This design comes from an exercise in tuning for small area, a short achievable clock period and few clock cycles on the open sky130 flow, not from production work. Where RTL was checked, it was by simulation tests only, not by an equivalence proof against the original. Power and IR drop assume default switching activity.

==> inputs of run A <==
// modular_reduction
module modular_reduction #(
    parameter DATA_WIDTH = 48,
    parameter Q_WIDTH    = 23
) (
    input  wire clk,
    input  wire rst_n,
    input  wire start,
    output reg  done,
    input  wire [DATA_WIDTH-1:0] data_in,
    output wire [Q_WIDTH-1:0]    data_out
);
clock: 5.0 ns
lec_check: 0
abc_area: 1
cap_margin: 20
core_margin: 2
core_utilization: 40
setup_slack_margin: 0.8
slew_margin: 20
standard.sh (not shown) runs the stock make flow with config.mk's settings and CLKGATE_MAP_FILE= SYNTH_SCRIPT=/design/flow/synth_recipe.tcl, a recipe that flattens the netlist after the stock synthesis.
==> flow/flow/run.sh <==
#!/bin/bash
# Own layout flow: the standard flow with these changes.
#  - Synthesis: the standard flow's synthesis script, except that Yosys's extract_fa runs
#    only inside module fa3 (the RTL's full adder), which is kept as its own
#    module until the final flatten, so every fa3 becomes one
#    sky130_fd_sc_hd__fa_1 and all other logic is left to abc (no half adders
#    and no inverters forced around extracted adders). Everything else,
#    including the final flatten and renaming, is synth_recipe.tcl as given.
#  - If flow/abc.script exists, abc runs it instead of ORFS's abc script.
#  - Port buffers: plain sky130_fd_sc_hd__buf_1 instead of the buffer that
#    buffer_ports picks by itself (a 0.5 ns clkdlybuf4s50_1).
# Each tool's output goes to standard.log (make) and ORFS's own logs.
set -euo pipefail
W=$PWD
S="$FLOW_HOME/scripts/synth.tcl"
grep -q 'extract_fa {\*}\[dont_use_extract_fa_args\]' "$S"
grep -q '^  log_cmd abc {\*}$abc_args$' "$S"
ABC_SED=()
if [[ -f "$W/flow/abc.script" ]]; then
  ABC_SED=(-e "s#^  log_cmd abc {\*}\$abc_args\$#  lset abc_args 1 $W/flow/abc.script\n  log_cmd abc {*}\$abc_args#")
fi
sed -e 's/extract_fa {\*}\[dont_use_extract_fa_args\]/extract_fa -fa fa3/' "${ABC_SED[@]}" \
  "$S" > "$W/own_synth_body.tcl"
sed "s#source \$::env(SCRIPTS_DIR)/synth.tcl#source $W/own_synth_body.tcl#" \
  "$W/synth_recipe.tcl" > "$W/own_synth.tcl"
grep -q "own_synth_body.tcl" "$W/own_synth.tcl"
bash standard.sh "SYNTH_SCRIPT=$W/own_synth.tcl" "SYNTH_KEEP_MODULES=fa3" \
  "BUFFER_PORTS_ARGS=-buffer_cell sky130_fd_sc_hd__buf_1" finish > standard.log 2>&1
==> flow/flow/abc.script <==
strash
dch
map -a
topo
stime -c
buffer -c
upsize -c
dnsize -c
==> inputs of run K, as changes to run A <==
==> flow/flow/abc.script (replaced) <==
&get -n
&st
&dch
&nf -a
&put
topo
stime -c
buffer -c
upsize -c
dnsize -c
PLACE_DENSITY = 0.8   (was unset)
==> inputs of run C, as changes to run A <==
==> flow/flow/abc.script (replaced) <==
&get -n
&st
&dch
&nf -a
&put
==> notes.md <==
The flow ran to the end and the layout has no timing, DRC or antenna violations. The xor-xnor portion of the synthesized cell area is 0.227. STA puts the critical path data arrival time at 4.25 ns. In this run, distinct cell masters in the synthesized netlist total 50.

The clock network area share is 0.0111, and the final worst slack is 0.946 ns. The power density over cell area is 541 nW/µm². The maximum fanout along the worst path is 7. The routed design uses 4140 µm of met2 wire. The quantity of gates resized following cts was 1; the power drawn by the combinational cells was 0.00163 W.
The numbers above come from run K.

==> notes.md <==
The run finished with no timing, DRC or antenna violations. Maximum fanout along the worst path: 3. The final worst slack is 0.940 ns, and the clock network area share is 0.0110.

Summed over all nets, wire length on met2 after detailed routing comes to 3950 µm. The run gives 31 as the unique cell type count in the Yosys netlist. The xor-xnor portion of the synthesized cell area is 0.238.
The numbers above come from run C.

==> notes.md <==
The run finished with no timing, DRC or antenna violations. The xor-xnor portion of the synthesized cell area was 0.109. In this run the worst path has a maximum fanout of 3.

Sequential share of the synthesized area: 0.151. Yosys mapped the design onto 35 distinct sky130hd cell types. The run gives 4120 µm as the wire length on met2. The clock network area share was 0.0111; the final worst slack was 0.895 ns. Entering global routing, the biggest net connects 16 pins.

The data arrival time of the worst path is 4.28 ns, and the power drawn by the combinational cells is 0.00140 W.
The numbers above come from run A.

Testbench counts of run A, summed over its fixed seeds: cycles 16,000.
Testbench counts of run K, summed over its fixed seeds: cycles 16,000.
Testbench counts of run C, summed over its fixed seeds: cycles 16,000.

==> 07-07 <==
Starting RTL as in the previous note.
export LEC_CHECK = 0
export ABC_AREA = 1
export CAP_MARGIN = 20
export CORE_MARGIN = 2
export CORE_UTILIZATION = 40
export SETUP_SLACK_MARGIN = 0.4
export SLEW_MARGIN = 20
create_clock -name core_clock -period 5.0 [get_ports {clk}]
==> flow/flow/abc.script <==
&get -n
&st
&dch
&nf -a
&put
topo
stime -c
buffer -c
upsize -c
dnsize -c
Scripts as last shown in full above: flow/flow/run.sh
==> 04-22: changes against 07-07 <==
==> flow/flow/abc.script (replaced) <==
&get -n
&st
&dch
&nf -a
&put
Settings changed: SETUP_SLACK_MARGIN 0.4 to 1.2.
==> 06-10: changes against 07-07 <==
==> flow/flow/abc.script (replaced) <==
&get -n
&st
&dch
&nf -a
&put
topo
stime -c
buffer -c
upsize -c
dnsize -c
strash
dch
map
topo
stime -c
buffer -c
upsize -c
dnsize -c
Settings changed: SETUP_SLACK_MARGIN 0.4 to 0.6.
==> comparison table <==
                                                                                                      07-07                    04-22                     06-10
Status                                                                              complete, no violations  complete, no violations   complete, no violations
Finished Cell Area                                                                                 4020 µm²                 4630 µm²                  4300 µm²
Placed wire-length estimate after detailed placement                                                7.24 mm                  6.87 mm                   8.08 mm
Post-place instance area                                                                           3970 µm²                 3900 µm²                  4250 µm²
Buffers excl. clock                                                                                      77                      105                        75
Via count                                                                                              2815                     2941                      3498
Post-synthesis compound-gate area fraction                                                            10.3%                    8.62%                     11.9%
Placeable Area                                                                                     8680 µm²                 8260 µm²                  9240 µm²
Mux cell area share after synthesis                                                                  0.280%                   0.294%                        0%
Layout Utilization                                                                                    46.3%                    56.1%                     46.5%
Commonest non-fill, non-tap cell in the layout                                       sky130_fd_sc_hd__buf_1  sky130_fd_sc_hd__nor2_1  sky130_fd_sc_hd__nand2_1
Number of distinct library cell variants in the gate-level netlist after synthesis                       50                       31                        47
Total area of sequential cells                                                                      546 µm²                  548 µm²                   546 µm²
Total net switching power                                                                           1050 µW                  1230 µW                   1090 µW
Post-route minimum period                                                                           4.13 ns                  3.91 ns                   3.99 ns
Power in combinational cells                                                                        1550 µW                  2040 µW                   1510 µW
Max-slew headroom                                                                                     70.8%                    70.4%                     57.7%
Testbench counts of 07-07, summed over its fixed seeds: cycles 16,000.
Testbench counts of 04-22, summed over its fixed seeds: cycles 16,000.
Testbench counts of 06-10, summed over its fixed seeds: cycles 16,000.

==> inputs of run H <==
modular_reduction, a different RTL version from the one above (not shown whole).
clock: 5.0 ns
lec_check: 0
abc_area: 1
cap_margin: 20
core_margin: 2
core_utilization: 40
setup_slack_margin: 0.8
slew_margin: 20
==> flow/flow/abc.script <==
&get -n
&st
&dch
&nf -a
&put
topo
stime -c
buffer -c
upsize -c
dnsize -c
Scripts as last shown in full above: flow/flow/run.sh
==> inputs of run R, as changes to run H <==
--- a/flow/design.v
+++ b/flow/design.v
@@ -128,189 +128,79 @@
   fa3 u_fs43 (.a(fc20), .b(fs21), .c(~ks16), .s(fs43), .co(fc43));
   fa3 u_fs44 (.a(hc7), .b(fc21), .c(~kc16), .s(fs44), .co(fc44));
   wire [25:0] ra = {1'b0, fc44, fc43, fc42, fc41, fc40, fc39, fc38, fc37, fc36, ~fc35, fc34, fc33, fc32, fc31, fc30, fc29, fc28, fc27, fc26, ~fc25, ~fc24, fc23, fc22, hc17, hs17};
   wire [25:0] rb = {1'b0, 1'b0, fs44, fs43, fs42, fs41, fs40, fs39, fs38, fs37, fs36, ~fs35, fs34, fs33, fs32, fs31, fs30, fs29, fs28, fs27, fs26, ~fs25, ~fs24, fs23, fs22, ~ks0};
   wire [25:0] y_next;
   wire [25:0] g0 = ra & rb;
   wire [25:0] p0 = ra ^ rb;
   wire G0_1 = g0[1] | (p0[1] & g0[0]);
-  wire G0_2 = g0[2] | (p0[2] & g0[1]);
-  wire P0_2 = p0[2] & p0[1];
   wire G0_3 = g0[3] | (p0[3] & g0[2]);
   wire P0_3 = p0[3] & p0[2];
-  wire G0_4 = g0[4] | (p0[4] & g0[3]);
-  wire P0_4 = p0[4] & p0[3];
   wire G0_5 = g0[5] | (p0[5] & g0[4]);
   wire P0_5 = p0[5] & p0[4];
-  wire G0_6 = g0[6] | (p0[6] & g0[5]);
-  wire P0_6 = p0[6] & p0[5];
   wire G0_7 = g0[7] | (p0[7] & g0[6]);
   wire P0_7 = p0[7] & p0[6];
-  wire G0_8 = g0[8] | (p0[8] & g0[7]);
-  wire P0_8 = p0[8] & p0[7];
   wire G0_9 = g0[9] | (p0[9] & g0[8]);
   wire P0_9 = p0[9] & p0[8];
-  wire G0_10 = g0[10] | (p0[10] & g0[9]);
-  wire P0_10 = p0[10] & p0[9];
   wire G0_11 = g0[11] | (p0[11] & g0[10]);
   wire P0_11 = p0[11] & p0[10];
-  wire G0_12 = g0[12] | (p0[12] & g0[11]);
-  wire P0_12 = p0[12] & p0[11];
   wire G0_13 = g0[13] | (p0[13] & g0[12]);
   wire P0_13 = p0[13] & p0[12];
-  wire G0_14 = g0[14] | (p0[14] & g0[13]);
-  wire P0_14 = p0[14] & p0[13];
   wire G0_15 = g0[15] | (p0[15] & g0[14]);
   wire P0_15 = p0[15] & p0[14];
-  wire G0_16 = g0[16] | (p0[16] & g0[15]);
-  wire P0_16 = p0[16] & p0[15];
   wire G0_17 = g0[17] | (p0[17] & g0[16]);
   wire P0_17 = p0[17] & p0[16];
-  wire G0_18 = g0[18] | (p0[18] & g0[17]);
-  wire P0_18 = p0[18] & p0[17];
   wire G0_19 = g0[19] | (p0[19] & g0[18]);
   wire P0_19 = p0[19] & p0[18];
-  wire G0_20 = g0[20] | (p0[20] & g0[19]);
-  wire P0_20 = p0[20] & p0[19];
   wire G0_21 = g0[21] | (p0[21] & g0[20]);
   wire P0_21 = p0[21] & p0[20];
-  wire G0_22 = g0[22] | (p0[22] & g0[21]);
-  wire P0_22 = p0[22] & p0[21];
   wire G0_23 = g0[23] | (p0[23] & g0[22]);
   wire P0_23 = p0[23] & p0[22];
-  wire G0_24 = g0[24] | (p0[24] & g0[23]);
-  wire P0_24 = p0[24] & p0[23];
   wire G0_25 = g0[25] | (p0[25] & g0[24]);
   wire P0_25 = p0[25] & p0[24];
-  wire G1_2 = G0_2 | (P0_2 & g0[0]);
   wire G1_3 = G0_3 | (P0_3 & G0_1);
-  wire G1_4 = G0_4 | (P0_4 & G0_2);
-  wire P1_4 = P0_4 & P0_2;
-  wire G1_5 = G0_5 | (P0_5 & G0_3);
-  wire P1_5 = P0_5 & P0_3;
-  wire G1_6 = G0_6 | (P0_6 & G0_4);
-  wire P1_6 = P0_6 & P0_4;
   wire G1_7 = G0_7 | (P0_7 & G0_5);
   wire P1_7 = P0_7 & P0_5;
-  wire G1_8 = G0_8 | (P0_8 & G0_6);
-  wire P1_8 = P0_8 & P0_6;
-  wire G1_9 = G0_9 | (P0_9 & G0_7);
-  wire P1_9 = P0_9 & P0_7;
-  wire G1_10 = G0_10 | (P0_10 & G0_8);
-  wire P1_10 = P0_10 & P0_8;
   wire G1_11 = G0_11 | (P0_11 & G0_9);
   wire P1_11 = P0_11 & P0_9;
-  wire G1_12 = G0_12 | (P0_12 & G0_10);
-  wire P1_12 = P0_12 & P0_10;
-  wire G1_13 = G0_13 | (P0_13 & G0_11);
-  wire P1_13 = P0_13 & P0_11;
-  wire G1_14 = G0_14 | (P0_14 & G0_12);
-  wire P1_14 = P0_14 & P0_12;
   wire G1_15 = G0_15 | (P0_15 & G0_13);
   wire P1_15 = P0_15 & P0_13;
-  wire G1_16 = G0_16 | (P0_16 & G0_14);
-  wire P1_16 = P0_16 & P0_14;
-  wire G1_17 = G0_17 | (P0_17 & G0_15);
-  wire P1_17 = P0_17 & P0_15;
-  wire G1_18 = G0_18 | (P0_18 & G0_16);
-  wire P1_18 = P0_18 & P0_16;
   wire G1_19 = G0_19 | (P0_19 & G0_17);
   wire P1_19 = P0_19 & P0_17;
-  wire G1_20 = G0_20 | (P0_20 & G0_18);
-  wire P1_20 = P0_20 & P0_18;
-  wire G1_21 = G0_21 | (P0_21 & G0_19);
-  wire P1_21 = P0_21 & P0_19;
-  wire G1_22 = G0_22 | (P0_22 & G0_20);
-  wire P1_22 = P0_22 & P0_20;
   wire G1_23 = G0_23 | (P0_23 & G0_21);
   wire P1_23 = P0_23 & P0_21;
-  wire G1_24 = G0_24 | (P0_24 & G0_22);
-  wire P1_24 = P0_24 & P0_22;
-  wire G1_25 = G0_25 | (P0_25 & G0_23);
-  wire P1_25 = P0_25 & P0_23;
-  wire G2_4 = G1_4 | (P1_4 & g0[0]);
-  wire G2_5 = G1_5 | (P1_5 & G0_1);
-  wire G2_6 = G1_6 | (P1_6 & G1_2);
   wire G2_7 = G1_7 | (P1_7 & G1_3);
-  wire G2_8 = G1_8 | (P1_8 & G1_4);
-  wire P2_8 = P1_8 & P1_4;
-  wire G2_9 = G1_9 | (P1_9 & G1_5);
-  wire P2_9 = P1_9 & P1_5;
-  wire G2_10 = G1_10 | (P1_10 & G1_6);
-  wire P2_10 = P1_10 & P1_6;
-  wire G2_11 = G1_11 | (P1_11 & G1_7);
-  wire P2_11 = P1_11 & P1_7;
-  wire G2_12 = G1_12 | (P1_12 & G1_8);
-  wire P2_12 = P1_12 & P1_8;
-  wire G2_13 = G1_13 | (P1_13 & G1_9);
-  wire P2_13 = P1_13 & P1_9;
-  wire G2_14 = G1_14 | (P1_14 & G1_10);
-  wire P2_14 = P1_14 & P1_10;
   wire G2_15 = G1_15 | (P1_15 & G1_11);
   wire P2_15 = P1_15 & P1_11;
-  wire G2_16 = G1_16 | (P1_16 & G1_12);
-  wire P2_16 = P1_16 & P1_12;
-  wire G2_17 = G1_17 | (P1_17 & G1_13);
-  wire P2_17 = P1_17 & P1_13;
-  wire G2_18 = G1_18 | (P1_18 & G1_14);
-  wire P2_18 = P1_18 & P1_14;
-  wire G2_19 = G1_19 | (P1_19 & G1_15);
-  wire P2_19 = P1_19 & P1_15;
-  wire G2_20 = G1_20 | (P1_20 & G1_16);
-  wire P2_20 = P1_20 & P1_16;
-  wire G2_21 = G1_21 | (P1_21 & G1_17);
-  wire P2_21 = P1_21 & P1_17;
-  wire G2_22 = G1_22 | (P1_22 & G1_18);
-  wire P2_22 = P1_22 & P1_18;
   wire G2_23 = G1_23 | (P1_23 & G1_19);
   wire P2_23 = P1_23 & P1_19;
-  wire G2_24 = G1_24 | (P1_24 & G1_20);
-  wire P2_24 = P1_24 & P1_20;
-  wire G2_25 = G1_25 | (P1_25 & G1_21);
-  wire P2_25 = P1_25 & P1_21;
-  wire G3_8 = G2_8 | (P2_8 & g0[0]);
-  wire G3_9 = G2_9 | (P2_9 & G0_1);
-  wire G3_10 = G2_10 | (P2_10 & G1_2);
-  wire G3_11 = G2_11 | (P2_11 & G1_3);
-  wire G3_12 = G2_12 | (P2_12 & G2_4);
-  wire G3_13 = G2_13 | (P2_13 & G2_5);
-  wire G3_14 = G2_14 | (P2_14 & G2_6);
   wire G3_15 = G2_15 | (P2_15 & G2_7);
-  wire G3_16 = G2_16 | (P2_16 & G2_8);
-  wire P3_16 = P2_16 & P2_8;
-  wire G3_17 = G2_17 | (P2_17 & G2_9);
-  wire P3_17 = P2_17 & P2_9;
-  wire G3_18 = G2_18 | (P2_18 & G2_10);
-  wire P3_18 = P2_18 & P2_10;
-  wire G3_19 = G2_19 | (P2_19 & G2_11);
-  wire P3_19 = P2_19 & P2_11;
-  wire G3_20 = G2_20 | (P2_20 & G2_12);
-  wire P3_20 = P2_20 & P2_12;
-  wire G3_21 = G2_21 | (P2_21 & G2_13);
-  wire P3_21 = P2_21 & P2_13;
-  wire G3_22 = G2_22 | (P2_22 & G2_14);
-  wire P3_22 = P2_22 & P2_14;
-  wire G3_23 = G2_23 | (P2_23 & G2_15);
-  wire P3_23 = P2_23 & P2_15;
-  wire G3_24 = G2_24 | (P2_24 & G2_16);
-  wire P3_24 = P2_24 & P2_16;
-  wire G3_25 = G2_25 | (P2_25 & G2_17);
-  wire P3_25 = P2_25 & P2_17;
-  wire G4_16 = G3_16 | (P3_16 & g0[0]);
-  wire G4_17 = G3_17 | (P3_17 & G0_1);
-  wire G4_18 = G3_18 | (P3_18 & G1_2);
-  wire G4_19 = G3_19 | (P3_19 & G1_3);
-  wire G4_20 = G3_20 | (P3_20 & G2_4);
-  wire G4_21 = G3_21 | (P3_21 & G2_5);
-  wire G4_22 = G3_22 | (P3_22 & G2_6);
-  wire G4_23 = G3_23 | (P3_23 & G2_7);
-  wire G4_24 = G3_24 | (P3_24 & G3_8);
-  wire G4_25 = G3_25 | (P3_25 & G3_9);
-  wire [25:0] cy = {G4_24, G4_23, G4_22, G4_21, G4_20, G4_19, G4_18, G4_17, G4_16, G3_15, G3_14, G3_13, G3_12, G3_11, G3_10, G3_9, G3_8, G2_7, G2_6, G2_5, G2_4, G1_3, G1_2, G0_1, g0[0], 1'b0};
+  wire G6_23 = G2_23 | (P2_23 & G3_15);
+  wire G7_11 = G1_11 | (P1_11 & G2_7);
+  wire G7_19 = G1_19 | (P1_19 & G3_15);
+  wire G8_5 = G0_5 | (P0_5 & G1_3);
+  wire G8_9 = G0_9 | (P0_9 & G2_7);
+  wire G8_13 = G0_13 | (P0_13 & G7_11);
+  wire G8_17 = G0_17 | (P0_17 & G3_15);
+  wire G8_21 = G0_21 | (P0_21 & G7_19);
+  wire G8_25 = G0_25 | (P0_25 & G6_23);
+  wire G9_2 = g0[2] | (p0[2] & G0_1);
+  wire G9_4 = g0[4] | (p0[4] & G1_3);
+  wire G9_6 = g0[6] | (p0[6] & G8_5);
+  wire G9_8 = g0[8] | (p0[8] & G2_7);
+  wire G9_10 = g0[10] | (p0[10] & G8_9);
+  wire G9_12 = g0[12] | (p0[12] & G7_11);
+  wire G9_14 = g0[14] | (p0[14] & G8_13);
+  wire G9_16 = g0[16] | (p0[16] & G3_15);
+  wire G9_18 = g0[18] | (p0[18] & G8_17);
+  wire G9_20 = g0[20] | (p0[20] & G7_19);
+  wire G9_22 = g0[22] | (p0[22] & G8_21);
+  wire G9_24 = g0[24] | (p0[24] & G6_23);
+  wire [25:0] cy = {G9_24, G6_23, G9_22, G8_21, G9_20, G7_19, G9_18, G8_17, G9_16, G3_15, G9_14, G8_13, G9_12, G7_11, G9_10, G8_9, G9_8, G2_7, G9_6, G8_5, G9_4, G1_3, G9_2, G0_1, g0[0], 1'b0};
   assign y_next = p0 ^ cy;
   reg [25:0] y;
   always @(posedge clk) begin
     y <= y_next;
   end
   always @(posedge clk or negedge rst_n) begin
     if (!rst_n) done <= 1'b0;
     else        done <= start;
- GPL_TIMING_DRIVEN: unset -> 0
==> qor summary <==
item	run R	run H
Status	finished clean	finished clean
Leakage power total	1.578 nW	1.626 nW
Gr usage total	0.1657	0.1966
Simple-gate share of the synthesized area	0.2144	0.2262
Termination of the worst setup path	y[21]	y[25]
Routed vias/inst	4.886	4.999
Post-synthesis net count	496	582
Worst rel slew slack	0.7033	0.5616
Net load switching power	0.001086 W	0.001311 W
Total routed wire length on the met1 layer	3376 um	4654 um
Post-route standard cell area excluding fillers	4106 sq um	4466 sq um
Area fraction in compound gates after synthesis	0.1027	0.1537
Fraction of synthesized cell area in xor and xnor cells	0.2274	0.2201
Fin worst setup slack	0.9367 ns	0.9228 ns
Sequential cell power	0.000446 W	0.000444 W
Number of distinct library cell variants in the gate-level netlist after synthesis	50	44
Count of nets after finishing	575	660
Adder-cell share of the synthesized area	0.2719	0.2380
Unrepaired setup endpoints after global routing	true	false
Worst-margin pin slew	0.4435 ns	0.6533 ns
Testbench counts of run R, summed over its fixed seeds: cycles 16,000.
For run H, only the layout was checked, not whether the RTL still works.

[afterwards: timing with drivers on the ports]
The flow's constraints put no driver on any port. The routed layouts listed below were extracted and timed again, unchanged, in two steps. Step 1 assumes that a clkbuf_16 drives the clock port and a buf_2 every other input. Step 2 moves the port delays by t, midway between the first and last clock arrival at a register: inputs arrive t later, outputs are due t later. That takes back most of the time a late clock gives input paths. a / b / c = ideal ports / drivers / drivers and shift; a / b = the first two.
run	t, ns	slack for setup (ns)	worst setup path at the end	slew at the worst register clock pin (ns)	cell pins on the clock port's net
run A	0.299	0.895 / 0.884 / 0.604	input to register	0.09 / 0.09	1
run K	0.296	0.946 / 0.950 / 0.654	input to register	0.09 / 0.09	1
run C	0.295	0.940 / 0.948 / 0.652	input to register	0.09 / 0.09	1
07-07	0.296	0.867 / 0.869 / 0.573	input to register	0.09 / 0.09	1
04-22	0.301	1.085 / 1.054 / 0.840	input to register	0.09 / 0.09	1
06-10	0.294	1.007 / 1.015 / 0.721	input to register	0.09 / 0.09	1
run H	0.285	0.923 / 0.923 / 0.638	input to register	0.08 / 0.08	1
run R	0.302	0.937 / 0.943 / 0.641	input to register	0.10 / 0.10	1
After both steps every run listed still meets setup and hold. The setup slack of run R, which loses most, moves by +0.006 ns with the drivers and by -0.296 ns with both steps.
